From an optimization exercise on the open Yosys and OpenROAD flow, aimed at small area, a short achievable clock period and few clock cycles per item; shortcuts taken in it are not production practice. RTL that was checked went through simulation tests only; none was proved equivalent to the original. For runs 1 and 2, only the layout was checked, not whether the RTL still works.

==> flow/design.v <==
module Qarma64(
    input clk,
    input reset_n,
    input [63:0] in,
    input [63:0] tweak,
    input [127:0] key,
    output [63:0] out,
    output ready);
  function [3:0] Sbox (input [3:0] x);
  begin
    Sbox = {
      ~((x[3] | ~x[0]) & ~(~(x[1] & x[3]) & x[2])),
      ((x[1] ^ x[0]) | (x[1] ^ x[3])) ^ x[1],
      ~(~(x[1] & ~x[2]) & ~((x[3] ^ x[0]) & ~(x[3] & x[2]))),
      ~((x[3] ^ x[1]) | ~(x[1] | x[2])) | ((x[0] ^ x[3]) & x[2])
    };
  end
  endfunction
  function [63:0] SubCells (input [63:0] buf_state);
    integer i;
  begin
    for (i = 0; i < 16; i = i + 1)
    begin
      SubCells[i*4+:4] = Sbox(buf_state[i*4+:4]);
    end
  end
  endfunction
  function [63:0] ShuffleCells (input [63:0] buf_state);
  begin
    ShuffleCells[63:60] = buf_state[63:60];
    ShuffleCells[59:56] = buf_state[19:16];
    ShuffleCells[55:52] = buf_state[39:36];
    ShuffleCells[51:48] = buf_state[11:8];
    ShuffleCells[47:44] = buf_state[23:20];
    ShuffleCells[43:40] = buf_state[59:56];
    ShuffleCells[39:36] = buf_state[15:12];
    ShuffleCells[35:32] = buf_state[35:32];
    ShuffleCells[31:28] = buf_state[43:40];
    ShuffleCells[27:24] = buf_state[7:4];
    ShuffleCells[23:20] = buf_state[51:48];
    ShuffleCells[19:16] = buf_state[31:28];
    ShuffleCells[15:12] = buf_state[3:0];
    ShuffleCells[11:8] = buf_state[47:44];
    ShuffleCells[7:4] = buf_state[27:24];
    ShuffleCells[3:0] = buf_state[55:52];
  end
  endfunction
  function [63:0] ShuffleCellsBackwards (input [63:0] buf_state);
  begin
    ShuffleCellsBackwards[63:60] = buf_state[63:60];
    ShuffleCellsBackwards[59:56] = buf_state[43:40];
    ShuffleCellsBackwards[55:52] = buf_state[3:0];
    ShuffleCellsBackwards[51:48] = buf_state[23:20];
    ShuffleCellsBackwards[47:44] = buf_state[11:8];
    ShuffleCellsBackwards[43:40] = buf_state[31:28];
    ShuffleCellsBackwards[39:36] = buf_state[55:52];
    ShuffleCellsBackwards[35:32] = buf_state[35:32];
    ShuffleCellsBackwards[31:28] = buf_state[19:16];
    ShuffleCellsBackwards[27:24] = buf_state[7:4];
    ShuffleCellsBackwards[23:20] = buf_state[47:44];
    ShuffleCellsBackwards[19:16] = buf_state[59:56];
    ShuffleCellsBackwards[15:12] = buf_state[39:36];
    ShuffleCellsBackwards[11:8] = buf_state[51:48];
    ShuffleCellsBackwards[7:4] = buf_state[27:24];
    ShuffleCellsBackwards[3:0] = buf_state[15:12];
  end 
  endfunction
  function [63:0] MixColumns (input [63:0] buf_state);
  begin
    MixColumns[3:0] = { buf_state[18:16], buf_state[19:19] } ^ { buf_state[33:32], buf_state[35:34] } ^ { buf_state[50:48], buf_state[51:51] };
    MixColumns[19:16] = { buf_state[2:0], buf_state[3:3] } ^ { buf_state[34:32], buf_state[35:35] } ^ { buf_state[49:48], buf_state[51:50] };
    MixColumns[35:32] = { buf_state[1:0], buf_state[3:2] } ^ { buf_state[18:16], buf_state[19:19] } ^ { buf_state[50:48], buf_state[51:51] };
    MixColumns[51:48] = { buf_state[2:0], buf_state[3:3] } ^ { buf_state[17:16], buf_state[19:18] } ^ { buf_state[34:32], buf_state[35:35] };
    MixColumns[7:4] = { buf_state[22:20], buf_state[23:23] } ^ { buf_state[37:36], buf_state[39:38] } ^ { buf_state[54:52], buf_state[55:55] };
    MixColumns[23:20] = { buf_state[6:4], buf_state[7:7] } ^ { buf_state[38:36], buf_state[39:39] } ^ { buf_state[53:52], buf_state[55:54] };
    MixColumns[39:36] = { buf_state[5:4], buf_state[7:6] } ^ { buf_state[22:20], buf_state[23:23] } ^ { buf_state[54:52], buf_state[55:55] };
    MixColumns[55:52] = { buf_state[6:4], buf_state[7:7] } ^ { buf_state[21:20], buf_state[23:22] } ^ { buf_state[38:36], buf_state[39:39] };
    MixColumns[11:8] = { buf_state[26:24], buf_state[27:27] } ^ { buf_state[41:40], buf_state[43:42] } ^ { buf_state[58:56], buf_state[59:59] };
    MixColumns[27:24] = { buf_state[10:8], buf_state[11:11] } ^ { buf_state[42:40], buf_state[43:43] } ^ { buf_state[57:56], buf_state[59:58] };
    MixColumns[43:40] = { buf_state[9:8], buf_state[11:10] } ^ { buf_state[26:24], buf_state[27:27] } ^ { buf_state[58:56], buf_state[59:59] };
    MixColumns[59:56] = { buf_state[10:8], buf_state[11:11] } ^ { buf_state[25:24], buf_state[27:26] } ^ { buf_state[42:40], buf_state[43:43] };
    MixColumns[15:12] = { buf_state[30:28], buf_state[31:31] } ^ { buf_state[45:44], buf_state[47:46] } ^ { buf_state[62:60], buf_state[63:63] };
    MixColumns[31:28] = { buf_state[14:12], buf_state[15:15] } ^ { buf_state[46:44], buf_state[47:47] } ^ { buf_state[61:60], buf_state[63:62] };
    MixColumns[47:44] = { buf_state[13:12], buf_state[15:14] } ^ { buf_state[30:28], buf_state[31:31] } ^ { buf_state[62:60], buf_state[63:63] };
    MixColumns[63:60] = { buf_state[14:12], buf_state[15:15] } ^ { buf_state[29:28], buf_state[31:30] } ^ { buf_state[46:44], buf_state[47:47] };
  end
  endfunction
  function [3:0] LfsrForward (input [3:0] nibble);
  begin
    LfsrForward = { nibble[0] ^ nibble[1], nibble[3], nibble[2], nibble[1] };
  end
  endfunction
  function [3:0] LfsrBackwards (input [3:0] nibble);
  begin
    LfsrBackwards = { nibble[2], nibble[1], nibble[0], nibble[0] ^ nibble[3] };
  end
  endfunction
  function [63:0] TweakForward (input [63:0] buf_state);
  begin
    TweakForward[47:44] = LfsrForward(buf_state[63:60]);
    TweakForward[43:40] = buf_state[59:56];
    TweakForward[39:36] = buf_state[55:52];
    TweakForward[35:32] = buf_state[51:48];
    TweakForward[19:16] = LfsrForward(buf_state[47:44]);
    TweakForward[59:56] = LfsrForward(buf_state[43:40]);
    TweakForward[63:60] = LfsrForward(buf_state[39:36]);
    TweakForward[31:28] = LfsrForward(buf_state[35:32]);
    TweakForward[15:12] = buf_state[31:28];
    TweakForward[11:8] = LfsrForward(buf_state[27:24]);
    TweakForward[7:4] = buf_state[23:20];
    TweakForward[3:0] = buf_state[19:16];
    TweakForward[27:24] = buf_state[15:12];
    TweakForward[23:20] = buf_state[11:8];
    TweakForward[55:52] = buf_state[7:4];
    TweakForward[51:48] = LfsrForward(buf_state[3:0]);
  end
  endfunction
  function [63:0] TweakBackwards (input [63:0] buf_state);
  begin
    TweakBackwards[63:60] = LfsrBackwards(buf_state[47:44]);
    TweakBackwards[59:56] = buf_state[43:40];
    TweakBackwards[55:52] = buf_state[39:36];
    TweakBackwards[51:48] = buf_state[35:32];
    TweakBackwards[47:44] = LfsrBackwards(buf_state[19:16]);
    TweakBackwards[43:40] = LfsrBackwards(buf_state[59:56]);
    TweakBackwards[39:36] = LfsrBackwards(buf_state[63:60]);
    TweakBackwards[35:32] = LfsrBackwards(buf_state[31:28]);
    TweakBackwards[31:28] = buf_state[15:12];
    TweakBackwards[27:24] = LfsrBackwards(buf_state[11:8]);
    TweakBackwards[23:20] = buf_state[7:4];
    TweakBackwards[19:16] = buf_state[3:0];
    TweakBackwards[15:12] = buf_state[27:24];
    TweakBackwards[11:8] = buf_state[23:20];
    TweakBackwards[7:4] = buf_state[55:52];
    TweakBackwards[3:0] = LfsrBackwards(buf_state[51:48]);
  end
  endfunction
  localparam [63:0] ALPHA = 64'hC0AC29B7C97C50DD;
  function [63:0] RC (input [3:0] i);
  begin
    case (i)
      4'd1: RC = 64'h13198A2E03707344;
      4'd2: RC = 64'hA4093822299F31D0;
      4'd3: RC = 64'h082EFA98EC4E6C89;
      4'd4: RC = 64'h452821E638D01377;
      4'd5: RC = 64'hBE5466CF34E90C6C;
      4'd6: RC = 64'h3F84D5B5B5470917;
      default: RC = 64'h0;
    endcase
  end
  endfunction
  wire [63:0] w0 = key[127:64];
  wire [63:0] w1 = { key[64], key[127:66], key[65] ^ key[127] };
  wire [63:0] k0 = key[63:0];
  wire [63:0] tk0 = ShuffleCells(k0);
  wire [63:0] tw0 = ShuffleCells(w0);
  wire [63:0] tw1 = ShuffleCells(w1);
  reg [63:0] R;      
  reg [63:0] T;      
  reg [16:1] st;     
  reg rdy;
  reg f_g_k9;        
  reg f_g_w;         
  reg f_g_k;         
  reg f_g;           
  reg f_post_k;      
  reg f_post_w;      
  reg f_post_t;      
  reg f_tau;         
  reg f_taui;        
  reg f_tfwd;        
  reg f_last;        
  assign out = ShuffleCellsBackwards(T);
  assign ready = rdy;
  wire load = !reset_n;
  wire [63:0] t_fwd = ShuffleCells(TweakForward(ShuffleCellsBackwards(T)));
  wire [63:0] t_bwd = ShuffleCells(TweakBackwards(ShuffleCellsBackwards(T)));
  function [63:0] TF (input [63:0] v);    
  begin
    TF = ShuffleCells(TweakForward(ShuffleCellsBackwards(v)));
  end
  endfunction
  function [63:0] TB (input [63:0] v);    
  begin
    TB = ShuffleCells(TweakBackwards(ShuffleCellsBackwards(v)));
  end
  endfunction
  function [63:0] D (input [4:0] e);
  begin
    case (e)
      5'd1, 5'd2, 5'd3, 5'd4, 5'd5, 5'd6: D = ShuffleCells(RC(e[3:0]));
      5'd10, 5'd11, 5'd12, 5'd13, 5'd14, 5'd15:
        D = ShuffleCells(RC(5'd16 - e) ^ ALPHA);
      5'd16: D = ShuffleCells(ALPHA);
      default: D = 64'h0;
    endcase
  end
  endfunction
  wire [63:0] dstep =
      ({64{st[1]}}  & (TF(D(5'd1)) ^ D(5'd2))) |
      ({64{st[2]}}  & (TF(D(5'd2)) ^ D(5'd3))) |
      ({64{st[3]}}  & (TF(D(5'd3)) ^ D(5'd4))) |
      ({64{st[4]}}  & (TF(D(5'd4)) ^ D(5'd5))) |
      ({64{st[5]}}  & (TF(D(5'd5)) ^ D(5'd6))) |
      ({64{st[6]}}  & (TF(D(5'd6)) ^ D(5'd7))) |
      ({64{st[9]}}  & (TB(D(5'd9)) ^ D(5'd10))) |
      ({64{st[10]}} & (TB(D(5'd10)) ^ D(5'd11))) |
      ({64{st[11]}} & (TB(D(5'd11)) ^ D(5'd12))) |
      ({64{st[12]}} & (TB(D(5'd12)) ^ D(5'd13))) |
      ({64{st[13]}} & (TB(D(5'd13)) ^ D(5'd14))) |
      ({64{st[14]}} & (TB(D(5'd14)) ^ D(5'd15))) |
      ({64{st[15]}} & (TB(D(5'd15)) ^ D(5'd16)));
  wire [63:0] kpost =
      ({64{f_post_k}} & tk0) ^ ({64{f_post_w}} & tw1) ^
      ({64{f_post_t}} & T);
  wire [63:0] g =
      (({64{f_g_k9}} & k0) | ({64{f_g_w}} & tw0) | ({64{f_g_k}} & tk0)) ^
      ({64{f_g}} & T);
  wire [63:0] s = SubCells(R);
  wire [63:0] x = s ^ kpost;
  wire [63:0] m = MixColumns(x) ^ g;
  wire [63:0] r_next =
      f_tau  ? ShuffleCells(m) :
      f_taui ? ShuffleCellsBackwards(m) :
      m;
  wire [16:1] st_n = load ? 16'd1 : {st[15:1], 1'b0};
  always @(posedge clk)
  begin
    if (load)
      R <= ShuffleCells(in ^ tweak ^ w0 ^ k0);
    else
      R <= r_next;
    if (load)
      T <= ShuffleCells(TweakForward(tweak)) ^ D(5'd1);
    else if (f_last)
      T <= x;
    else if (f_tfwd)
      T <= t_fwd ^ dstep;
    else if (!rdy)
      T <= t_bwd ^ dstep;
    if (load)
      rdy <= 1'b0;
    else if (f_last)
      rdy <= 1'b1;
    st       <= st_n;
    f_g_k9   <= st_n[8];
    f_g_w    <= st_n[9];
    f_g_k    <= |st_n[15:10];
    f_g      <= |st_n[15:9];
    f_post_k <= (|st_n[6:1]) | st_n[16];
    f_post_w <= st_n[7] | st_n[16];
    f_post_t <= (|st_n[7:1]) | st_n[16];
    f_tau    <= |st_n[7:1];
    f_taui   <= |st_n[14:8];
    f_tfwd   <= (|st_n[6:1]) | st_n[8];
    f_last   <= st_n[16];
  end
endmodule
==> flow/run.sh <==
#!/bin/bash
# synth_recipe.tcl (not shown) runs the flow's synth.tcl, then flattens the netlist and writes it again
# the make line also repeats each setting of config.mk as NAME=value (left out here)
make -C /OpenROAD-flow-scripts/flow DESIGN_CONFIG=/design/flow/config.mk WORK_HOME=/design/flow/orfs CLKGATE_MAP_FILE= SYNTH_SCRIPT=/design/flow/synth_recipe.tcl finish
==> flow/config.mk <==
export PLATFORM = sky130hd
export DESIGN_NAME = Qarma64
export DESIGN_NICKNAME = Qarma64
export VERILOG_FILES = /design/flow/design.v
export SDC_FILE = /design/flow/constraint.sdc
export NUM_CORES = 4
export LEC_CHECK = 0
export ABC_CLOCK_PERIOD_IN_PS = 2500
export CAP_MARGIN = 20
export CORE_MARGIN = 2
export CORE_UTILIZATION = 45
export SETUP_SLACK_MARGIN = 2.9
export SLEW_MARGIN = 20
==> flow/constraint.sdc <==
create_clock -name core_clock -period 5.5 [get_ports {clk}]
set_input_delay 1.1000 -clock core_clock [delete_from_list [all_inputs] [get_ports {clk}]]
set_output_delay 1.1000 -clock core_clock [all_outputs]
set_load 0.01 [all_outputs]
==> flow_metrics.tcl, run 1 <==
set metrics [dict create \
    hold_violations 0 \
    via_count_of_the_first_global_routing_pass 18440 \
    maxCapViolations 0 \
    layout.cell_area.non_filler_mm2 0.02628 \
    clock_insertion_delay_worst_skew_ns 0.48 \
    gr-total-overflow 0 \
    residual_antenna_violating_net_count_after_detailed_routing 0 \
    clkSinkCount 153 \
    critical_path.reg2reg.endpoint "R[14]" \
    status "finished clean" \
    place.detailed.hpwl_um 70480 \
    clock-root-buffer "sky130_fd_sc_hd__clkbuf_16" \
    synth-edff-count 64 \
    die-area_mm2 0.04128 \
    min_delay_worst_endpoint "f_tfwd" \
    synth_seq_cells 153 \
    ys_async_sr_fraction_pct 0 \
    start_kind "primary input" \
    layout.cells.most_common "sky130_fd_sc_hd__nand2_1" \
    setup-violations-final 0 \
    final_net_count 2842 \
    pin_count 323 \
    gpl.final_weighted_congestion 1.025 \
    regToRegSetupSlack_ns 2.75 \
    timing.slew.headroom_pct 33.59 \
    slew_viol_final 0 \
    finalCritPeriodShare_pct 50.50 \
    clock_pin_slew_reported_for_the_worst_setup_and_hold_paths_after_clock_tree_synthesis_ns 0.07 \
    timing.critical_path.required_ns 5.61 \
    die_height_um 203.2 \
    cp_cell_sequence "buf_4 > inv_2 > or4b_4" \
    totalWireLength_um 104800 \
    path_max_fanout 50 \
    synth-seq-area-share_pct 20.75 \
    final_cell_mix "383 x sky130_fd_sc_hd__nand2_1, 226 x sky130_fd_sc_hd__xnor2_1, 184 x sky130_fd_sc_hd__buf_4" \
    syn-instance-count 2092 \
    drtPass1Iterations 10 \
    synth_nets 2382 \
    coreArea_mm2 0.03892 \
    cts_tree "built" \
    library_cells_used_by_synthesis 54 \
    clock_path_buffers 2 \
    std_cell_rows 72 \
    placement.io_buffers 322 \
    final_core_area_utilization_pct 67.53 \
    timing.setup.critical_path_class "in2reg" \
    worstMarginPinSlew_ns 0.9961 \
    largest_registers "R (64), T (64), st (15)" \
    ys.flop_type "sky130_fd_sc_hd__dfxtp_1" \
    drc 0 \
    fill_cells 3199 \
    worstSetupEndpointType "flip-flop" \
    total_standard_cell_area_after_synthesis_mm2 0.01785 \
    min-delay-path-class "reg2reg" \
    reg2regPathDepth 9 \
    totalNegativeSetupSlack_ns 0 \
    yosys_warnings 1 \
    placed_cell_area_mm2 0.02138 \
    critical_path_arrival_ns 2.88 \
    grt_start_max_net_pins 81 \
    synthToLayoutAreaGrowth_pct 47.22 \
    rr_startpoint "R[47]" \
    routed-via-count 19920 \
    ctsHoldBuffers 0 \
    die_width_um 203.2 \
    start_util_pct 45.87 \
    timing.critical_path.slowest_stage_cell "sky130_fd_sc_hd__or4b_4" \
    antenna_found_initial 9 \
    multi_input_area_mm2 0.01556 \
    cts-buffers-inserted 17 \
    hold_depth 1 \
    seqCellArea_mm2 0.003737 \
    first_pass_grt_wire_length_um 139200 \
    max_freq_mhz 360.0 \
    ctsHtreeMaxLevel 4 \
    slowest_stage_delay_cp_ns 0.87 \
    detail_route.iter0.violations 3819 \
    syn-mean-instance-area_um2 8.534 \
    grt_setup_unrepaired "true" \
    holdCritStartpoint "st[6]" \
    routed_wire_length_per_instance_um 33.94 \
    period_needed_ns 2.777 \
    fin_skew_ns 0.01789 \
    globalRouteTotalUtil_pct 48.70 \
    avgViaCountPerCell 6.453 \
    drive_above_1_share_pct 27.99 \
]
==> layout make-up <==
class                           count  area share [%]
Clock buffer                       17           1.619
Timing Repair Buffer              571           20.95
Inverter                           57          0.8141
Multi-Input combinational cell   1752           59.20
Clock inverter                     15          0.6856
Sequential cell                   153           14.22
Antenna cell                        4         0.03809
Tap cell                          518           2.466
==> critical path, delay by kind of cell <==
family / cells / cell delay, ns
buf+inv: 2 / 0.82
simple gates: 1 / 0.87
==> logic make-up after synthesis <==
logic type,after synthesis,synth area share [%]
XOR/XNOR,627,37.88
flip-flops,153,20.75
buffers and inverters,188,4.780
AO/OA/AOI/OAI,403,14.68
AND/OR/NAND/NOR,585,13.69
adder cells (fa/ha/maj),32,2.243
multiplexers,104,5.978
==> worst max path at each step <==
stage               startpoint  slack (ns)  cells past startpoint     to
floorplan             key[102]        2.79                      7  R[54]
global placement       key[17]        1.31                      8  R[58]
detailed placement     key[17]        1.34                      8  R[50]
CTS                   key[106]        2.57                      8  R[42]
global route          key[114]        2.71                      8  R[50]
finish                 reset_n        2.72                      3  T[22]
==> Yosys cell counts (8+ instances only) <==
library cell	count	area, um2
sky130_fd_sc_hd__a21o_1	12	90.09
sky130_fd_sc_hd__a21oi_1	97	485.5
sky130_fd_sc_hd__a222oi_1	62	620.6
sky130_fd_sc_hd__a22oi_1	42	315.3
sky130_fd_sc_hd__a2bb2oi_1	9	78.83
sky130_fd_sc_hd__and2_1	15	93.84
sky130_fd_sc_hd__buf_1	15	56.30
sky130_fd_sc_hd__buf_2	17	85.08
sky130_fd_sc_hd__buf_4	8	60.06
sky130_fd_sc_hd__clkbuf_1	81	304.0
sky130_fd_sc_hd__dfxtp_1	89	1782
sky130_fd_sc_hd__edfxtp_1	64	1922
sky130_fd_sc_hd__ha_1	32	400.4
sky130_fd_sc_hd__inv_1	57	214.0
sky130_fd_sc_hd__mux2_2	21	236.5
sky130_fd_sc_hd__mux2i_1	83	830.8
sky130_fd_sc_hd__nand2_1	409	1535
sky130_fd_sc_hd__nand3_1	13	65.06
sky130_fd_sc_hd__nor2_1	68	255.2
sky130_fd_sc_hd__nor2b_1	9	56.30
sky130_fd_sc_hd__nor3_1	19	95.09
sky130_fd_sc_hd__nor4_1	20	125.1
sky130_fd_sc_hd__o211ai_1	17	127.6
sky130_fd_sc_hd__o21a_1	8	60.06
sky130_fd_sc_hd__o21ai_0	120	600.6
sky130_fd_sc_hd__o22ai_1	17	106.4
sky130_fd_sc_hd__or2_2	9	56.30
sky130_fd_sc_hd__xnor2_1	322	2820
sky130_fd_sc_hd__xnor3_1	70	1577
sky130_fd_sc_hd__xor2_1	210	1839
sky130_fd_sc_hd__xor3_1	10	237.7
==> metal layers <==
layer | vias up | track usage [%] | part of all wire [%]
met5 | - | 0 | 0.041
met3 | 542 | 14.06 | 15
met2 | 1919 | 71.39 | 40
met4 | 6 | 34.62 | 10
li1 | 8106 | - | -
met1 | 9348 | 61.43 | 34
==> through the flow <==
step	setup slack, ns	hold WS, ns	instances
final	2.723	0.4443	3087
after global routing	2.713	0.4807	3084
after CTS	2.572	0.4417	3027
after detailed placement	1.339	0.4226	2822
after global placement	1.311	0.4226	2822
after floorplan	2.786	0.4087	2092
==> timing repair <==
action | 4_1_cts | 5_1_grt
pin swaps | 186 | 146
endpoints found under the setup margin | 249 | 147
setup buffers | 171 | 54
gates cloned | 2 | 2
gates resized for setup | 648 | 240
==> run 2: changes to the inputs <==
--- a/flow/design.v
+++ b/flow/design.v
@@ -216,9 +216,12 @@
   wire [63:0] g =
       (({64{f_g_k9}} & k0) | ({64{f_g_w}} & tw0) | ({64{f_g_k}} & tk0)) ^
       ({64{f_g}} & T);
-  wire [63:0] s = SubCells(R);
+  wire [63:0] s;
+  wire [63:0] mc;
+  QarmaSubCells u_sub (.i(R), .o(s));
   wire [63:0] x = s ^ kpost;
-  wire [63:0] m = MixColumns(x) ^ g;
+  QarmaMixColumns u_mix (.i(x), .o(mc));
+  wire [63:0] m = mc ^ g;
   wire [63:0] r_next =
       f_tau  ? ShuffleCells(m) :
       f_taui ? ShuffleCellsBackwards(m) :
@@ -256,3 +259,52 @@
     f_last   <= st_n[16];
   end
 endmodule
+module QarmaSubCells(
+    input [63:0] i,
+    output [63:0] o);
+  function [3:0] Sbox (input [3:0] x);
+  begin
+    Sbox = {
+      ~((x[3] | ~x[0]) & ~(~(x[1] & x[3]) & x[2])),
+      ((x[1] ^ x[0]) | (x[1] ^ x[3])) ^ x[1],
+      ~(~(x[1] & ~x[2]) & ~((x[3] ^ x[0]) & ~(x[3] & x[2]))),
+      ~((x[3] ^ x[1]) | ~(x[1] | x[2])) | ((x[0] ^ x[3]) & x[2])
+    };
+  end
+  endfunction
+  function [63:0] SubCells (input [63:0] buf_state);
+    integer i;
+  begin
+    for (i = 0; i < 16; i = i + 1)
+    begin
+      SubCells[i*4+:4] = Sbox(buf_state[i*4+:4]);
+    end
+  end
+  endfunction
+  assign o = SubCells(i);
+endmodule
+module QarmaMixColumns(
+    input [63:0] i,
+    output [63:0] o);
+  function [63:0] MixColumns (input [63:0] buf_state);
+  begin
+    MixColumns[3:0] = { buf_state[18:16], buf_state[19:19] } ^ { buf_state[33:32], buf_state[35:34] } ^ { buf_state[50:48], buf_state[51:51] };
+    MixColumns[19:16] = { buf_state[2:0], buf_state[3:3] } ^ { buf_state[34:32], buf_state[35:35] } ^ { buf_state[49:48], buf_state[51:50] };
+    MixColumns[35:32] = { buf_state[1:0], buf_state[3:2] } ^ { buf_state[18:16], buf_state[19:19] } ^ { buf_state[50:48], buf_state[51:51] };
+    MixColumns[51:48] = { buf_state[2:0], buf_state[3:3] } ^ { buf_state[17:16], buf_state[19:18] } ^ { buf_state[34:32], buf_state[35:35] };
+    MixColumns[7:4] = { buf_state[22:20], buf_state[23:23] } ^ { buf_state[37:36], buf_state[39:38] } ^ { buf_state[54:52], buf_state[55:55] };
+    MixColumns[23:20] = { buf_state[6:4], buf_state[7:7] } ^ { buf_state[38:36], buf_state[39:39] } ^ { buf_state[53:52], buf_state[55:54] };
+    MixColumns[39:36] = { buf_state[5:4], buf_state[7:6] } ^ { buf_state[22:20], buf_state[23:23] } ^ { buf_state[54:52], buf_state[55:55] };
+    MixColumns[55:52] = { buf_state[6:4], buf_state[7:7] } ^ { buf_state[21:20], buf_state[23:22] } ^ { buf_state[38:36], buf_state[39:39] };
+    MixColumns[11:8] = { buf_state[26:24], buf_state[27:27] } ^ { buf_state[41:40], buf_state[43:42] } ^ { buf_state[58:56], buf_state[59:59] };
+    MixColumns[27:24] = { buf_state[10:8], buf_state[11:11] } ^ { buf_state[42:40], buf_state[43:43] } ^ { buf_state[57:56], buf_state[59:58] };
+    MixColumns[43:40] = { buf_state[9:8], buf_state[11:10] } ^ { buf_state[26:24], buf_state[27:27] } ^ { buf_state[58:56], buf_state[59:59] };
+    MixColumns[59:56] = { buf_state[10:8], buf_state[11:11] } ^ { buf_state[25:24], buf_state[27:26] } ^ { buf_state[42:40], buf_state[43:43] };
+    MixColumns[15:12] = { buf_state[30:28], buf_state[31:31] } ^ { buf_state[45:44], buf_state[47:46] } ^ { buf_state[62:60], buf_state[63:63] };
+    MixColumns[31:28] = { buf_state[14:12], buf_state[15:15] } ^ { buf_state[46:44], buf_state[47:47] } ^ { buf_state[61:60], buf_state[63:62] };
+    MixColumns[47:44] = { buf_state[13:12], buf_state[15:14] } ^ { buf_state[30:28], buf_state[31:31] } ^ { buf_state[62:60], buf_state[63:63] };
+    MixColumns[63:60] = { buf_state[14:12], buf_state[15:15] } ^ { buf_state[29:28], buf_state[31:30] } ^ { buf_state[46:44], buf_state[47:47] };
+  end
+  endfunction
+  assign o = MixColumns(i);
+endmodule
--- a/flow/config.mk
+++ b/flow/config.mk
@@ -11,3 +11,4 @@
 export CORE_UTILIZATION = 45
 export SETUP_SLACK_MARGIN = 2.9
 export SLEW_MARGIN = 20
+export SYNTH_HIERARCHICAL = 1
==> run 2 against run 1 <==
- still clean on timing, DRC and antenna
- fmax fell by 10%
- routed wire length fell by 3.7%
- count of clock-buffer cells in the layout did not move
- non-clock buffer count is 89 higher
- global-route usage is 2.5 points lower
- synthesized cell count down 2.5%
- final cell count rose by 1.1%
- critical endpoint is now R[19]
==> flow_metrics.tcl, run 2 <==
set metrics [dict create \
    synthToLayoutAreaGrowth_pct 63.39 \
    dr_wl_met2_um 40740 \
    cells_after_dpl 2780 \
    cts_tree "built" \
    fill_cells 2673 \
    die_width_um 202.7 \
    drc 0 \
    drive_above_1_share_pct 42.10 \
    residual_antenna_violating_net_count_after_detailed_routing 0 \
    coreArea_mm2 0.03883 \
    ys.flop_type "sky130_fd_sc_hd__dfxtp_1" \
    start_util_pct 45.77 \
    timing.setup.critical_path_class "in2reg" \
    setup-violations-final 0 \
    wl_met1_um 35430 \
    gr-total-overflow 0 \
    final_net_count 2878 \
    clock-root-buffer "sky130_fd_sc_hd__clkbuf_16" \
    avgViaCountPerCell 6.445 \
    crit_start "key[119]" \
    synth_nets 2330 \
    clock_insertion_delay_worst_skew_ns 0.48 \
    maxCapViolations 0 \
    yosysTopAreaCellShare_pct 15.82 \
    synth-seq-area-share_pct 20.84 \
    timing.slew.headroom_pct 24.67 \
    die_height_um 202.7 \
    totalWireLength_um 100900 \
    place.detailed.hpwl_um 64470 \
    holdCritStartpoint "st[6]" \
    yosys.cell_count.top_type "sky130_fd_sc_hd__nand2_1" \
    cts-buffers-inserted 17 \
    synth_area_leaders "sky130_fd_sc_hd__xnor2_1 16%, sky130_fd_sc_hd__xor2_1 14%, sky130_fd_sc_hd__edfxtp_1 11%, sky130_fd_sc_hd__dfxtp_1 10%, sky130_fd_sc_hd__xor3_1 8.0%" \
    status "finished clean" \
    via_count_of_the_first_global_routing_pass 19180 \
    die-area_mm2 0.04110 \
    detailroute.wirelength.met3_um 16980 \
    ys_async_sr_fraction_pct 0 \
    worstSetupEndpointType "flip-flop" \
    finalCritPeriodShare_pct 56.09 \
    clkSinkCount 153 \
    std_cell_rows 72 \
    totalNegativeSetupSlack_ns 0 \
    grt_setup_unrepaired "true" \
    max_freq_mhz 324.1 \
    ctsHtreeMaxLevel 4 \
    synth_seq_cells 153 \
    post_layout_nonfiller_instances 3121 \
    clock_path_buffers 2 \
    antenna_found_initial 6 \
    fin_skew_ns 0.01220 \
    first_pass_grt_wire_length_um 135400 \
    placed_cell_area_mm2 0.02212 \
    synth-edff-count 64 \
    timing.critical_path.required_ns 5.81 \
    pin_count 323 \
    detail_route.iter0.violations 3443 \
    timing.critical_path.slowest_stage_cell "sky130_fd_sc_hd__xnor2_2" \
    routed-via-count 20120 \
    drtPass1Iterations 9 \
    post-synth-top-area-cell "sky130_fd_sc_hd__xnor2_1" \
    slowest_stage_delay_cp_ns 0.36 \
    synth_commonest_cells "327 x sky130_fd_sc_hd__nand2_1, 321 x sky130_fd_sc_hd__xnor2_1, 274 x sky130_fd_sc_hd__xor2_1, 107 x sky130_fd_sc_hd__a22oi_1" \
    min-delay-path-class "reg2reg" \
    routed_wire_length_per_instance_um 32.33 \
    globalRouteTotalUtil_pct 46.18 \
    path_max_fanout 3 \
    layout.cell_area.non_filler_mm2 0.02904 \
    placement.io_buffers 322 \
    syn-mean-instance-area_um2 8.711 \
    yosys_warnings 9 \
    worstMarginPinSlew_ns 1.127 \
    layout.cells.most_common "sky130_fd_sc_hd__buf_4" \
    clock_pin_slew_reported_for_the_worst_setup_and_hold_paths_after_clock_tree_synthesis_ns 0.07 \
    cp_cell_sequence "clkdlybuf4s15_2 > nand2_1 > xor2_4 > xnor2_4 > buf_6 > xor3_1 > xnor2_2 > xnor2_2 > a22oi_1 > a22oi_1" \
    dr.max_layer_used "met5" \
    rr_startpoint "R[35]" \
    syn-instance-count 2040 \
    critical_path_arrival_ns 3.39 \
    final_core_area_utilization_pct 74.78 \
    slew_viol_final 0 \
    start_kind "primary input" \
    final_cell_mix "266 x sky130_fd_sc_hd__buf_4, 223 x sky130_fd_sc_hd__nand2_1, 166 x sky130_fd_sc_hd__xnor2_1" \
    library_cells_used_by_synthesis 50 \
    gpl.final_weighted_congestion 1.043 \
    largest_registers "R (64), T (64), st (15)" \
    period_needed_ns 3.085 \
    hold_violations 0 \
    total_standard_cell_area_after_synthesis_mm2 0.01777 \
    grt_start_max_net_pins 77 \
]
run 2: kinds of logic (layout without fill, tap and decap cells):
family / count (synthesis) / after routing / share of synthesized area (%)
xor gates and xnor gates: 660 / 660 / 38.10
and+or+nand+nor: 496 / 496 / 11.88
AOI/OAI and AO/OA: 370 / 370 / 14.79
buffers and inverters: 201 / 762 / 4.372
DFF: 153 / 153 / 20.84
muxes: 128 / 128 / 7.759
adders and majority gates: 32 / 32 / 2.253
other: 0 / 2 / 0
run 2: repair_timing:
action / CTS / global route
setup buffers: 245 / 55
pin swaps: 335 / 191
setup endpoints to repair: 208 / 145
gates resized for setup: 938 / 206
cloned: 3 / 4
hold buffers: 0 / 0
run 2: Yosys stat by module (local to each module, per instance):
module           area, um2  times used  flops+latches  cells
Qarma64              14810           1            153   1784
QarmaMixColumns       1536           1              0     64
QarmaSubCells         1421           1              0    192
run 2: worst paths after layout:
path	cells past startpoint	to	slack (ns)
worst max-delay path	10	R[19]	2.41
worst min-delay path	1	f_tfwd	0.49
worst max register to register	11	R[19]	2.49
worst min register to register	1	f_tfwd	0.49
run 2: layout make-up:
| type | count | area (um2) | share of cell area [%] |
|---|---|---|---|
| diodes | 2 | 5.005 | 0.01724 |
| clock buffers | 17 | 425.4 | 1.465 |
| clock inverters | 15 | 182.7 | 0.6291 |
| inverters | 70 | 282.8 | 0.9739 |
| multi-input cells | 1686 | 17500 | 60.27 |
| flip-flops and latches | 153 | 3825 | 13.17 |
| well taps | 518 | 648.1 | 2.232 |
| repair buffers | 660 | 6166 | 21.24 |
run 2: through the flow:
step	setup slack [ns]	hold WS (ns)
floorplan	1.367	0.4336
global placement	1.006	0.4586
detailed placement	1.070	0.4652
CTS	2.605	0.4867
global route	2.345	0.5344
finish	2.415	0.4921
run 2: metal layers:
layer / vias to the layer above / GRT usage (%)
met1: 9732 / 61.24
li1: 8069 / -
met2: 1848 / 65.48
met5: - / 0
met3: 458 / 16.37
met4: 8 / 25.21
run 2: worst max-delay path: cells and delay by family:
family	cells	cell delay, ns
AOI/OAI and AO/OA	2	0.41
xor gates and xnor gates	5	1.26
buffers and inverters	2	0.42
and+or+nand+nor	1	0.17
==> run 3: changes to the inputs <==
--- a/flow/design.v
+++ b/flow/design.v
@@ -209,19 +209,16 @@
       ({64{st[12]}} & (TB(D(5'd12)) ^ D(5'd13))) |
       ({64{st[13]}} & (TB(D(5'd13)) ^ D(5'd14))) |
       ({64{st[14]}} & (TB(D(5'd14)) ^ D(5'd15))) |
-      ({64{st[15]}} & (TB(D(5'd15)) ^ D(5'd16)));
+      ({64{st[15]}} & (TB(D(5'd15)) ^ D(5'd16) ^ tw1));
   wire [63:0] kpost =
-      ({64{f_post_k}} & tk0) ^ ({64{f_post_w}} & tw1) ^
+      (({64{f_post_k}} & tk0) | ({64{f_post_w}} & tw1)) ^
       ({64{f_post_t}} & T);
   wire [63:0] g =
       (({64{f_g_k9}} & k0) | ({64{f_g_w}} & tw0) | ({64{f_g_k}} & tk0)) ^
       ({64{f_g}} & T);
-  wire [63:0] s;
-  wire [63:0] mc;
-  QarmaSubCells u_sub (.i(R), .o(s));
+  wire [63:0] s = SubCells(R);
   wire [63:0] x = s ^ kpost;
-  QarmaMixColumns u_mix (.i(x), .o(mc));
-  wire [63:0] m = mc ^ g;
+  wire [63:0] m = MixColumns(x) ^ g;
   wire [63:0] r_next =
       f_tau  ? ShuffleCells(m) :
       f_taui ? ShuffleCellsBackwards(m) :
@@ -251,7 +248,7 @@
     f_g_k    <= |st_n[15:10];
     f_g      <= |st_n[15:9];
     f_post_k <= (|st_n[6:1]) | st_n[16];
-    f_post_w <= st_n[7] | st_n[16];
+    f_post_w <= st_n[7];
     f_post_t <= (|st_n[7:1]) | st_n[16];
     f_tau    <= |st_n[7:1];
     f_taui   <= |st_n[14:8];
@@ -259,52 +256,3 @@
     f_last   <= st_n[16];
   end
 endmodule
-module QarmaSubCells(
-    input [63:0] i,
-    output [63:0] o);
-  function [3:0] Sbox (input [3:0] x);
-  begin
-    Sbox = {
-      ~((x[3] | ~x[0]) & ~(~(x[1] & x[3]) & x[2])),
-      ((x[1] ^ x[0]) | (x[1] ^ x[3])) ^ x[1],
-      ~(~(x[1] & ~x[2]) & ~((x[3] ^ x[0]) & ~(x[3] & x[2]))),
-      ~((x[3] ^ x[1]) | ~(x[1] | x[2])) | ((x[0] ^ x[3]) & x[2])
-    };
-  end
-  endfunction
-  function [63:0] SubCells (input [63:0] buf_state);
-    integer i;
-  begin
-    for (i = 0; i < 16; i = i + 1)
-    begin
-      SubCells[i*4+:4] = Sbox(buf_state[i*4+:4]);
-    end
-  end
-  endfunction
-  assign o = SubCells(i);
-endmodule
-module QarmaMixColumns(
-    input [63:0] i,
-    output [63:0] o);
-  function [63:0] MixColumns (input [63:0] buf_state);
-  begin
-    MixColumns[3:0] = { buf_state[18:16], buf_state[19:19] } ^ { buf_state[33:32], buf_state[35:34] } ^ { buf_state[50:48], buf_state[51:51] };
-    MixColumns[19:16] = { buf_state[2:0], buf_state[3:3] } ^ { buf_state[34:32], buf_state[35:35] } ^ { buf_state[49:48], buf_state[51:50] };
-    MixColumns[35:32] = { buf_state[1:0], buf_state[3:2] } ^ { buf_state[18:16], buf_state[19:19] } ^ { buf_state[50:48], buf_state[51:51] };
-    MixColumns[51:48] = { buf_state[2:0], buf_state[3:3] } ^ { buf_state[17:16], buf_state[19:18] } ^ { buf_state[34:32], buf_state[35:35] };
-    MixColumns[7:4] = { buf_state[22:20], buf_state[23:23] } ^ { buf_state[37:36], buf_state[39:38] } ^ { buf_state[54:52], buf_state[55:55] };
-    MixColumns[23:20] = { buf_state[6:4], buf_state[7:7] } ^ { buf_state[38:36], buf_state[39:39] } ^ { buf_state[53:52], buf_state[55:54] };
-    MixColumns[39:36] = { buf_state[5:4], buf_state[7:6] } ^ { buf_state[22:20], buf_state[23:23] } ^ { buf_state[54:52], buf_state[55:55] };
-    MixColumns[55:52] = { buf_state[6:4], buf_state[7:7] } ^ { buf_state[21:20], buf_state[23:22] } ^ { buf_state[38:36], buf_state[39:39] };
-    MixColumns[11:8] = { buf_state[26:24], buf_state[27:27] } ^ { buf_state[41:40], buf_state[43:42] } ^ { buf_state[58:56], buf_state[59:59] };
-    MixColumns[27:24] = { buf_state[10:8], buf_state[11:11] } ^ { buf_state[42:40], buf_state[43:43] } ^ { buf_state[57:56], buf_state[59:58] };
-    MixColumns[43:40] = { buf_state[9:8], buf_state[11:10] } ^ { buf_state[26:24], buf_state[27:27] } ^ { buf_state[58:56], buf_state[59:59] };
-    MixColumns[59:56] = { buf_state[10:8], buf_state[11:11] } ^ { buf_state[25:24], buf_state[27:26] } ^ { buf_state[42:40], buf_state[43:43] };
-    MixColumns[15:12] = { buf_state[30:28], buf_state[31:31] } ^ { buf_state[45:44], buf_state[47:46] } ^ { buf_state[62:60], buf_state[63:63] };
-    MixColumns[31:28] = { buf_state[14:12], buf_state[15:15] } ^ { buf_state[46:44], buf_state[47:47] } ^ { buf_state[61:60], buf_state[63:62] };
-    MixColumns[47:44] = { buf_state[13:12], buf_state[15:14] } ^ { buf_state[30:28], buf_state[31:31] } ^ { buf_state[62:60], buf_state[63:63] };
-    MixColumns[63:60] = { buf_state[14:12], buf_state[15:15] } ^ { buf_state[29:28], buf_state[31:30] } ^ { buf_state[46:44], buf_state[47:47] };
-  end
-  endfunction
-  assign o = MixColumns(i);
-endmodule
==> flow/flow/run.sh (new file) <==
#!/bin/bash
set -euo pipefail
export BUFFER_PORTS_ARGS="-buffer_cell sky130_fd_sc_hd__buf_2"
bash standard.sh > make_finish.log 2>&1
==> flow/standard.sh (new file) <==
#!/bin/bash
# synth_recipe.tcl (not shown) runs the flow's synth.tcl, then flattens the netlist and writes it again
# the make line also repeats each setting of config.mk as NAME=value (left out here)
make -C /OpenROAD-flow-scripts/flow DESIGN_CONFIG=/design/flow/config.mk WORK_HOME=/design/flow/orfs CLKGATE_MAP_FILE= SYNTH_SCRIPT=/design/flow/synth_recipe.tcl "${@:-finish}"
--- a/flow/config.mk
+++ b/flow/config.mk
@@ -11,4 +11,3 @@
 export CORE_UTILIZATION = 45
 export SETUP_SLACK_MARGIN = 2.9
 export SLEW_MARGIN = 20
-export SYNTH_HIERARCHICAL = 1
removed: flow/run.sh
==> run 3 against run 2 <==
- utilization shrank 17 points
- worst hold slack gained 0.058 ns
- critical endpoint is now T[2]
- sequential cell count shrank 1
- setup slack gained 0.37 ns
- via count shrank 6.3%
- critical path depth shrank 4
- routed wire length shrank 2.3%
- sequential share of layout area grew 4.1 points
==> flow_metrics.tcl, run 3 <==
set metrics [dict create \
    status "finished clean" \
    die_width_um 198.2 \
    gr-total-overflow 0 \
    critical_path_arrival_ns 2.90 \
    grt_setup_unrepaired "true" \
    synth_nets 2317 \
    yosys_warnings 1 \
    max_freq_mhz 369.0 \
    min-delay-path-class "reg2reg" \
    final_cell_mix "313 x sky130_fd_sc_hd__buf_2, 297 x sky130_fd_sc_hd__xnor2_1, 268 x sky130_fd_sc_hd__nand2_1" \
    routed-via-count 18850 \
    kind_of_cell_adding_the_most_delay_to_the_critical_path "simple AND/OR/NAND/NOR gates" \
    worstMarginPinSlew_ns 1.112 \
    routed_wire_length_per_instance_um 34.57 \
    clock_pin_slew_reported_for_the_worst_setup_and_hold_paths_after_clock_tree_synthesis_ns 0.08 \
    final_core_area_utilization_pct 57.54 \
    cts-buffers-inserted 17 \
    drtPass1Iterations 13 \
    post-synth-top-area-cell "sky130_fd_sc_hd__xnor2_1" \
    dpl_worst_slack_ns 2.023 \
    grt_start_max_net_pins 76 \
    largest_registers "R (64), T (64), st (15)" \
    place.detailed.hpwl_um 74720 \
    drc 0 \
    via_count_of_the_first_global_routing_pass 17000 \
    pin_count 323 \
    ys_async_sr_fraction_pct 0 \
    library_cells_used_by_synthesis 47 \
    antenna_found_initial 4 \
    fin_worst_hold_slack_ns 0.5501 \
    syn-instance-count 2027 \
    slew_viol_final 0 \
    start_util_pct 45.36 \
    finalCritPeriodShare_pct 49.28 \
    placement.io_buffers 322 \
    worstSetupEndpointType "flip-flop" \
    residual_antenna_violating_net_count_after_detailed_routing 0 \
    setup-violations-final 0 \
    synth-edff-count 64 \
    total_standard_cell_area_after_synthesis_mm2 0.01697 \
    gpl.final_weighted_congestion 1.120 \
    synth_seq_cells 152 \
    slowest_stage_delay_cp_ns 0.66 \
    yosys.cell_count.top_type "sky130_fd_sc_hd__xnor2_1" \
    die_height_um 198.2 \
    totalNegativeSetupSlack_ns 0 \
    timing.slew.headroom_pct 25.58 \
    fin_skew_ns 0.01378 \
    clock-root-buffer "sky130_fd_sc_hd__clkbuf_16" \
    layout.cells.most_common "sky130_fd_sc_hd__buf_2" \
    placed_cell_area_mm2 0.01887 \
    detail_route.iter0.violations 3846 \
    timing.setup.critical_path_class "reg2reg" \
    drive_above_1_share_pct 29.10 \
    final_net_count 2617 \
    syn-mean-instance-area_um2 8.370 \
    clock_insertion_delay_worst_skew_ns 0.47 \
    cts_tree "built" \
    setup_slack_ns 2.790 \
    std_cell_rows 71 \
    start_kind "flip-flop" \
    synth-seq-area-share_pct 21.71 \
    clkSinkCount 152 \
    cp_cell_sequence "nor2_1 > nand2_1 > a2111oi_0 > xor2_1 > mux2i_1 > o21ai_0" \
    globalRouteTotalUtil_pct 48.66 \
    avgViaCountPerCell 6.609 \
    hold_violations 0 \
    layout.cell_area.non_filler_mm2 0.02152 \
    sum_of_buffers_and_inverters_on_the_critical_path 0 \
    synth_commonest_cells "391 x sky130_fd_sc_hd__xnor2_1, 269 x sky130_fd_sc_hd__nand2_1, 184 x sky130_fd_sc_hd__xor2_1, 109 x sky130_fd_sc_hd__a21oi_1" \
    coreArea_mm2 0.03740 \
    synth_area_leaders "sky130_fd_sc_hd__xnor2_1 20%, sky130_fd_sc_hd__edfxtp_1 11%, sky130_fd_sc_hd__dfxtp_1 10%, sky130_fd_sc_hd__xor2_1 9.5%, sky130_fd_sc_hd__mux2i_1 6.2%" \
    maxCapViolations 0 \
    period_needed_ns 2.710 \
    synthToLayoutAreaGrowth_pct 26.83 \
    ctsHtreeMaxLevel 4 \
    first_pass_grt_wire_length_um 131600 \
    totalWireLength_um 98610 \
    timing.critical_path.slowest_stage_cell "sky130_fd_sc_hd__nor2_1" \
    fill_cells 3499 \
    die-area_mm2 0.03927 \
    ys.flop_type "sky130_fd_sc_hd__dfxtp_1" \
    yosysTopAreaCellShare_pct 20.18 \
    timing.critical_path.required_ns 5.69 \
    path_max_fanout 10 \
    clock_path_buffers 2 \
]
[run 3: cell types whose count changed after synthesis, sizes merged, moves of 15 or more]
cell	previous run	this run
xor3	64	1
o21ai	32	105
xnor2	321	417
o211ai	5	37
a22o	16	0
xor2	274	184
xnor3	1	16
nand2	327	269
o22ai	3	39
mux2	30	8
a21o	16	0
a22oi	107	82
[run 3: worst paths after layout]
check,to,startpoint,slack (ns),cells past startpoint
setup / recovery,T[2],st[11],2.79,6
hold / removal,rdy,rdy,0.55,2
setup reg to reg,T[2],st[11],2.79,6
hold reg to reg,rdy,rdy,0.55,2
[run 3: worst reg2reg max path, stage by stage (launching register included)]
cell and delay (ns):
sky130_fd_sc_hd__dfxtp_1 0.51, sky130_fd_sc_hd__nor2_1 0.66, sky130_fd_sc_hd__nand2_1 0.20, sky130_fd_sc_hd__a2111oi_0 0.51, sky130_fd_sc_hd__xor2_1 0.15, sky130_fd_sc_hd__mux2i_1 0.27
sky130_fd_sc_hd__o21ai_0 0.12
[run 3: routing by layer]
| layer | share of wire [%] | global-route usage (%) | vias to the layer above | wire (um) |
|---|---|---|---|---|
| met2 | 39 | 67.98 | 1810 | 38890 |
| met1 | 37 | 65.53 | 8935 | 36840 |
| li1 | - | - | 7707 | - |
| met3 | 16 | 16.66 | 392 | 16260 |
| met4 | 6.7 | 25.84 | 4 | 6585 |
| met5 | 0.032 | 0 | - | 32 |
[run 3: kinds of logic (layout without fill, tap and decap cells)]
group / after synthesis / after routing / share of synthesized area [%]
AO/OA/AOI/OAI: 482 / 482 / 19.22
buffers and inverters: 199 / 511 / 5.037
XOR/XNOR: 618 / 618 / 34.44
multiplexers: 113 / 113 / 6.726
adder cells (fa/ha/maj): 32 / 32 / 2.360
AND/OR/NAND/NOR: 431 / 432 / 10.51
flip-flops: 152 / 152 / 21.71
other: 0 / 1 / 0
[run 3: stage by stage]
step | cells
4_1_cts | 2809
5_1_grt | 2851
3_5_place_dp | 2757
6_report | 2852
3_3_place_gp | 2757
2_1_floorplan | 2027
[run 3: cell type report]
type / count / area (um2) / area share, %
Sequential cell: 152 / 3719 / 17.28
Clock buffer: 18 / 450.4 / 2.093
Multi-Input combinational cell: 1677 / 13820 / 64.24
Inverter: 69 / 259.0 / 1.204
Tap cell: 511 / 639.4 / 2.971
Antenna cell: 1 / 2.502 / 0.01163
Clock inverter: 14 / 145.1 / 0.6745
Timing Repair Buffer: 410 / 2480 / 11.52
[run 3: what timing repair did]
item | 4_1_cts | 5_1_grt
hold buffers | 0 | 0
setup endpoints to repair | 162 | 106
cloned | 1 | 0
resized for setup | 103 | 153
buffers inserted | 19 | 42
pin swaps | 23 | 89
Testbench counts of run 3, summed over its fixed seeds: cycles 20,400, items 1,200.
==> run 4: changes to the inputs <==
==> flow/flow/run.sh (replaced) <==
#!/bin/bash
set -euo pipefail
export BUFFER_PORTS_ARGS="-buffer_cell sky130_fd_sc_hd__buf_1"
bash standard.sh > make_finish.log 2>&1
--- a/flow/config.mk
+++ b/flow/config.mk
@@ -8,6 +8,6 @@
 export ABC_CLOCK_PERIOD_IN_PS = 2500
 export CAP_MARGIN = 20
 export CORE_MARGIN = 2
-export CORE_UTILIZATION = 45
+export CORE_UTILIZATION = 60
 export SETUP_SLACK_MARGIN = 2.9
 export SLEW_MARGIN = 20
==> run 4 against run 3 <==
- routed wire length shrank 5.9%
- final cell count shrank 4.8%
- sequential cell count is the same
- sequential share of layout area grew 0.63 points
- synthesized cell count is the same
- critical path depth shrank 1
- synthesized area is the same
- via count grew 5.1%
- still clean
- fmax shrank 2.6%
==> flow_metrics.tcl, run 4 <==
set metrics [dict create \
    synth_commonest_cells "391 x sky130_fd_sc_hd__xnor2_1, 269 x sky130_fd_sc_hd__nand2_1, 184 x sky130_fd_sc_hd__xor2_1, 109 x sky130_fd_sc_hd__a21oi_1" \
    setup_slack_ns 2.717 \
    total_standard_cell_area_after_synthesis_mm2 0.01697 \
    holdCritStartpoint "st[6]" \
    clock-root-buffer "sky130_fd_sc_hd__clkbuf_16" \
    critical_path.reg2reg.endpoint "T[17]" \
    multi_input_area_mm2 0.01364 \
    timing.critical_path.slowest_stage_cell "sky130_fd_sc_hd__nor3_1" \
    ctsHoldBuffers 0 \
    finalCritPeriodShare_pct 50.60 \
    status "finished clean" \
    worstSetupEndpointType "flip-flop" \
    min-delay-path-class "reg2reg" \
    drtPass1Iterations 14 \
    avgViaCountPerCell 7.293 \
    clock_path_buffers 2 \
    final_net_count 2615 \
    placement.io_buffers 322 \
    library_cells_used_by_synthesis 47 \
    ys.flop_type "sky130_fd_sc_hd__dfxtp_1" \
    rr_startpoint "st[1]" \
    slew_viol_final 0 \
    ctsHtreeMaxLevel 4 \
    crit_start "st[1]" \
    worstMarginPinSlew_ns 0.9012 \
    insertedDiodeCount 0 \
    final_cell_mix "301 x sky130_fd_sc_hd__xnor2_1, 269 x sky130_fd_sc_hd__nand2_1, 268 x sky130_fd_sc_hd__buf_1" \
    cp_cell_sequence "nor3_1 > o2111ai_1 > xnor2_1 > o21ai_0 > a21oi_1" \
    grt_start_max_net_pins 174 \
    coreArea_mm2 0.02778 \
    place.detailed.hpwl_um 67000 \
    synthToLayoutAreaGrowth_pct 22.18 \
    drc 0 \
    routed-via-count 19810 \
    min_delay_worst_endpoint "f_tfwd" \
    die_width_um 172.2 \
    fin_worst_hold_slack_ns 0.5685 \
    yosys_warnings 1 \
    start_kind "flip-flop" \
    syn-instance-count 2027 \
    totalNegativeSetupSlack_ns 0 \
    die_height_um 172.2 \
    timing.setup.critical_path_class "reg2reg" \
    antenna_found_initial 3 \
    synth-edff-count 64 \
    path_max_fanout 12 \
    synth_area_leaders "sky130_fd_sc_hd__xnor2_1 20%, sky130_fd_sc_hd__edfxtp_1 11%, sky130_fd_sc_hd__dfxtp_1 10%, sky130_fd_sc_hd__xor2_1 9.5%, sky130_fd_sc_hd__mux2i_1 6.2%" \
    clkSinkCount 152 \
    timing.slew.headroom_pct 39.46 \
    setup-violations-final 0 \
    slowest_stage_delay_cp_ns 0.84 \
    period_needed_ns 2.783 \
    hold_violations 0 \
    synth_nets 2317 \
    routed_wire_length_per_instance_um 34.16 \
    max_freq_mhz 359.3 \
    synth_seq_cells 152 \
    gpl.final_weighted_congestion 1.196 \
    cts_tree "built" \
    cts-buffers-inserted 17 \
    regToRegSetupSlack_ns 2.72 \
    fill_cells 2154 \
    kind_of_cell_adding_the_most_delay_to_the_critical_path "compound AO/OA/AOI/OAI gates" \
    synth-seq-area-share_pct 21.71 \
    clock_pin_slew_reported_for_the_worst_setup_and_hold_paths_after_clock_tree_synthesis_ns 0.06 \
    std_cell_rows 61 \
    critical_path_arrival_ns 2.96 \
    syn-mean-instance-area_um2 8.370 \
    largest_registers "R (64), T (64), st (15)" \
    seqCellArea_mm2 0.003712 \
    yosys.cell_count.top_type "sky130_fd_sc_hd__xnor2_1" \
    clock_insertion_delay_worst_skew_ns 0.48 \
    grt_setup_unrepaired "true" \
    via_count_of_the_first_global_routing_pass 17880 \
    detail_route.iter0.violations 5405 \
    hold_depth 1 \
    fin_skew_ns 0.01639 \
    cells_after_dpl 2623 \
    maxCapViolations 0 \
    first_pass_grt_wire_length_um 125300 \
    start_util_pct 61.07 \
    globalRouteTotalUtil_pct 60.62 \
    ys_async_sr_fraction_pct 0 \
    dpl_worst_slack_ns 1.922 \
    drive_above_1_share_pct 16.21 \
    die-area_mm2 0.02964 \
    sum_of_buffers_and_inverters_on_the_critical_path 0 \
    pin_count 323 \
    post_layout_nonfiller_instances 2716 \
    timing.critical_path.required_ns 5.68 \
    reg2regPathDepth 5 \
    residual_antenna_violating_net_count_after_detailed_routing 0 \
    gr-total-overflow 0 \
    post-synth-top-area-cell "sky130_fd_sc_hd__xnor2_1" \
    totalWireLength_um 92780 \
    layout.cells.most_common "sky130_fd_sc_hd__xnor2_1" \
    yosysTopAreaCellShare_pct 20.18 \
]
run 4: logic make-up (layout without fill, tap and decap cells):
logic type	count (synthesis)	count (layout)	share of synthesized area [%]
DFF	152	152	21.71
and+or+nand+nor	431	432	10.51
AOI/OAI and AO/OA	482	482	19.22
muxes	113	113	6.726
adders and majority gates	32	32	2.360
xor gates and xnor gates	618	618	34.44
buffers and inverters	199	509	5.037
run 4: worst max-delay path by stage:
stage,end,slack (ns),cells after the start
2_1_floorplan,R[29],2.93,6
5_1_grt,R[43],2.77,9
4_1_cts,R[38],2.78,10
3_3_place_gp,R[22],1.92,7
3_5_place_dp,R[11],1.92,8
6_report,T[17],2.72,5
run 4: what timing repair did:
action,CTS,global route
resized for setup,104,136
endpoints found under the setup margin,89,137
cloned,0,1
buffers inserted,16,44
pin swaps,16,60
run 4: final cells by class:
| cell class | count | area share (%) |
|---|---|---|
| Clock buffer | 24 | 2.577 |
| Clock inverter | 8 | 0.2596 |
| Inverter | 69 | 1.249 |
| Multi-Input combinational cell | 1677 | 65.79 |
| Sequential cell | 152 | 17.91 |
| Tap cell | 378 | 2.282 |
| Timing Repair Buffer | 408 | 9.929 |
run 4: per-layer routing:
metal	up-vias	track usage [%]	part of all wire (%)
met5	-	4.522	0.16
met4	6	42.35	10
met2	2260	80.64	37
li1	7696	-	-
met3	741	35.32	20
met1	9105	71.82	32
run 4: stage by stage:
step	area, um2	util [%]
6_report	20730	74.61
5_1_grt	20730	74.61
4_1_cts	19630	70.64
3_5_place_dp	18300	65.85
3_3_place_gp	18300	65.85
2_1_floorplan	16970	-
==> run 5: changes to the inputs <==
--- a/flow/config.mk
+++ b/flow/config.mk
@@ -8,6 +8,6 @@
 export ABC_CLOCK_PERIOD_IN_PS = 2500
 export CAP_MARGIN = 20
 export CORE_MARGIN = 2
-export CORE_UTILIZATION = 60
+export CORE_UTILIZATION = 55
 export SETUP_SLACK_MARGIN = 2.9
 export SLEW_MARGIN = 20
==> run 5 against run 4 <==
- non-clock buffer count fell by 7
- register-to-register slack improved by 0.07 ns
- global-route usage fell by 6.3 points
- critical endpoint is now R[33]
- highest routed layer unchanged
- die area rose by 8.9%
- sequential cell count did not move
- via count fell by 2.6%
- final cell count rose by 0.37%
- clock skew barely moved
- largest cell class unchanged
- sequential share of layout area rose by 0.21 points
==> flow_metrics.tcl, run 5 <==
set metrics [dict create \
    yosysTopAreaCellShare_pct 20.18 \
    setup-violations-final 0 \
    via_count_of_the_first_global_routing_pass 17620 \
    die-area_mm2 0.03227 \
    pin_count 323 \
    synthToLayoutAreaGrowth_pct 21.06 \
    library_cells_used_by_synthesis 47 \
    globalRouteTotalUtil_pct 54.29 \
    max_freq_mhz 366.1 \
    yosys_warnings 1 \
    ys_async_sr_fraction_pct 0 \
    post-synth-top-area-cell "sky130_fd_sc_hd__xnor2_1" \
    clock_pin_slew_reported_for_the_worst_setup_and_hold_paths_after_clock_tree_synthesis_ns 0.07 \
    slew_viol_final 0 \
    drive_above_1_share_pct 16.01 \
    start_util_pct 55.61 \
    hold_violations 0 \
    synth-seq-area-share_pct 21.71 \
    layout.cells.most_common "sky130_fd_sc_hd__xnor2_1" \
    clkSinkCount 152 \
    gr-total-overflow 0 \
    timing.setup.critical_path_class "in2reg" \
    die_width_um 179.6 \
    largest_registers "R (64), T (64), st (15)" \
    grt_setup_unrepaired "true" \
    fin_worst_hold_slack_ns 0.5282 \
    cts-buffers-inserted 17 \
    synth_seq_cells 152 \
    std_cell_rows 64 \
    final_net_count 2607 \
    syn-mean-instance-area_um2 8.370 \
    residual_antenna_violating_net_count_after_detailed_routing 0 \
    final_core_area_utilization_pct 67.32 \
    synth_nets 2317 \
    clock_path_buffers 2 \
    totalWireLength_um 92040 \
    antenna_found_initial 5 \
    finalCritPeriodShare_pct 49.67 \
    yosys.cell_count.top_type "sky130_fd_sc_hd__xnor2_1" \
    crit_start "key[93]" \
    ys.flop_type "sky130_fd_sc_hd__dfxtp_1" \
    insertedDiodeCount 0 \
    layout.cell_area.non_filler_mm2 0.02054 \
    first_pass_grt_wire_length_um 126200 \
    regToRegSetupSlack_ns 2.79 \
    place.detailed.hpwl_um 68580 \
    totalNegativeSetupSlack_ns 0 \
    critical_path_arrival_ns 3.06 \
    fin_skew_ns 0.01627 \
    routed-via-count 19290 \
    gpl.final_weighted_congestion 1.139 \
    synth_area_leaders "sky130_fd_sc_hd__xnor2_1 20%, sky130_fd_sc_hd__edfxtp_1 11%, sky130_fd_sc_hd__dfxtp_1 10%, sky130_fd_sc_hd__xor2_1 9.5%, sky130_fd_sc_hd__mux2i_1 6.2%" \
    worstMarginPinSlew_ns 1.218 \
    cts_tree "built" \
    start_kind "primary input" \
    min-delay-path-class "reg2reg" \
    final_cell_mix "309 x sky130_fd_sc_hd__xnor2_1, 271 x sky130_fd_sc_hd__buf_1, 269 x sky130_fd_sc_hd__nand2_1" \
    drc 0 \
    syn-instance-count 2027 \
    total_standard_cell_area_after_synthesis_mm2 0.01697 \
    clock-root-buffer "sky130_fd_sc_hd__clkbuf_16" \
    drtPass1Iterations 15 \
    synth_commonest_cells "391 x sky130_fd_sc_hd__xnor2_1, 269 x sky130_fd_sc_hd__nand2_1, 184 x sky130_fd_sc_hd__xor2_1, 109 x sky130_fd_sc_hd__a21oi_1" \
    slowest_stage_delay_cp_ns 0.56 \
    maxCapViolations 0 \
    timing.critical_path.required_ns 5.83 \
    die_height_um 179.6 \
    coreArea_mm2 0.03051 \
    ctsHtreeMaxLevel 4 \
    worstSetupEndpointType "flip-flop" \
    fill_cells 2578 \
    routed_wire_length_per_instance_um 33.76 \
    timing.slew.headroom_pct 18.78 \
    avgViaCountPerCell 7.075 \
    timing.critical_path.slowest_stage_cell "sky130_fd_sc_hd__xnor2_1" \
    path_max_fanout 4 \
    rr_startpoint "st[4]" \
    status "finished clean" \
    cp_cell_sequence "buf_1 > a22oi_1 > xnor2_1 > xnor2_2 > buf_4 > xnor2_2 > xnor2_1 > a21oi_1" \
    ctsHoldBuffers 0 \
    grt_start_max_net_pins 65 \
    placement.io_buffers 322 \
    placed_cell_area_mm2 0.01834 \
    synth-edff-count 64 \
    detail_route.iter0.violations 4488 \
    holdCritStartpoint "rdy" \
    clock_insertion_delay_worst_skew_ns 0.48 \
    period_needed_ns 2.732 \
]
run 5: cell counts after synthesis:
Identical to the previous run, type by type.
run 5: worst paths after layout:
path                               to  depth (start not counted)
worst max-delay path            R[33]                          8
worst min-delay path              rdy                          2
worst max register to register  T[49]                          6
worst min register to register    rdy                          2
run 5: logic make-up after synthesis:
family	share of synthesized area [%]
and+or+nand+nor	10.51
AOI/OAI and AO/OA	19.22
muxes	6.726
xor gates and xnor gates	34.44
buffers and inverters	5.037
DFF	21.71
adders and majority gates	2.360
run 5: metal layers:
layer / vias to the layer above / part of all wire (%) / global-route usage (%)
met4: 12 / 8.8 / 33.43
met5: - / 0.18 / 0
met2: 2069 / 38 / 74.57
li1: 7687 / - / -
met1: 8929 / 34 / 69.23
met3: 590 / 18 / 24.23
run 5: area by class of cell:
class / count / area [um2] / area share, %
inverters: 69 / 259.0 / 1.261
clock inverters: 15 / 128.9 / 0.6274
multi-input cells: 1676 / 13510 / 65.79
flip-flops and latches: 152 / 3721 / 18.12
well taps: 396 / 495.5 / 2.412
repair buffers: 401 / 1997 / 9.722
clock buffers: 17 / 425.4 / 2.071
run 5: stage by stage:
stage | setup WS, ns | std cells
2_1_floorplan | 2.929 | 2027
3_3_place_gp | 1.931 | 2642
3_5_place_dp | 1.866 | 2642
4_1_cts | 2.846 | 2696
5_1_grt | 2.837 | 2726
6_report | 2.768 | 2726
run 5: worst max-delay path: cells and delay by family:
family | cells | cell delay [ns]
AO/OA/AOI/OAI | 2 | 0.34
XOR/XNOR | 4 | 1.08
buffers and inverters | 2 | 0.55
run 5: timing repair:
item                       CTS  global route
setup endpoints to repair  114            74
gates cloned                 1             1
buffers inserted            21            29
gates resized for setup    105           135
pin swaps                   18            52

==> port drivers added, routing unchanged <==
How much do the figures lean on ideal ports? The routed layouts below were timed once more, with nothing changed but the port constraints. Step 1 sets driving cells, clkbuf_16 on the clock port and buf_2 on the other inputs (assumed; they add their load-dependent delay and slew). Step 2 times the ports against the registers' clock, not the clock port: input delays grow and output delays shrink by t, the midpoint of the rising clock arrivals with the driver on. a / b / c = no drivers / after step 1 / after step 2; a / b = the first two.
run	shift t [ns]	setup WS [ns]	worst setup path at the end	clock arrival spread, ns	cell pins on the clock port's net
run 1	0.532	2.723 / 2.749 / 2.227	input to register	0.018 / 0.018	1
run 2	0.524	2.415 / 2.446 / 1.922	input to register	0.013 / 0.012	1
run 3	0.519	2.790 / 2.790 / 2.294	input to register	0.014 / 0.014	1
run 4	0.526	2.717 / 2.717 / 2.282	input to register	0.016 / 0.016	1
run 5	0.532	2.768 / 2.786 / 2.263	input to register	0.017 / 0.017	1
After both steps setup and hold are still met in every run listed. The setup slack of run 5, which loses most, moves by +0.018 ns with the drivers and by -0.505 ns with both steps.
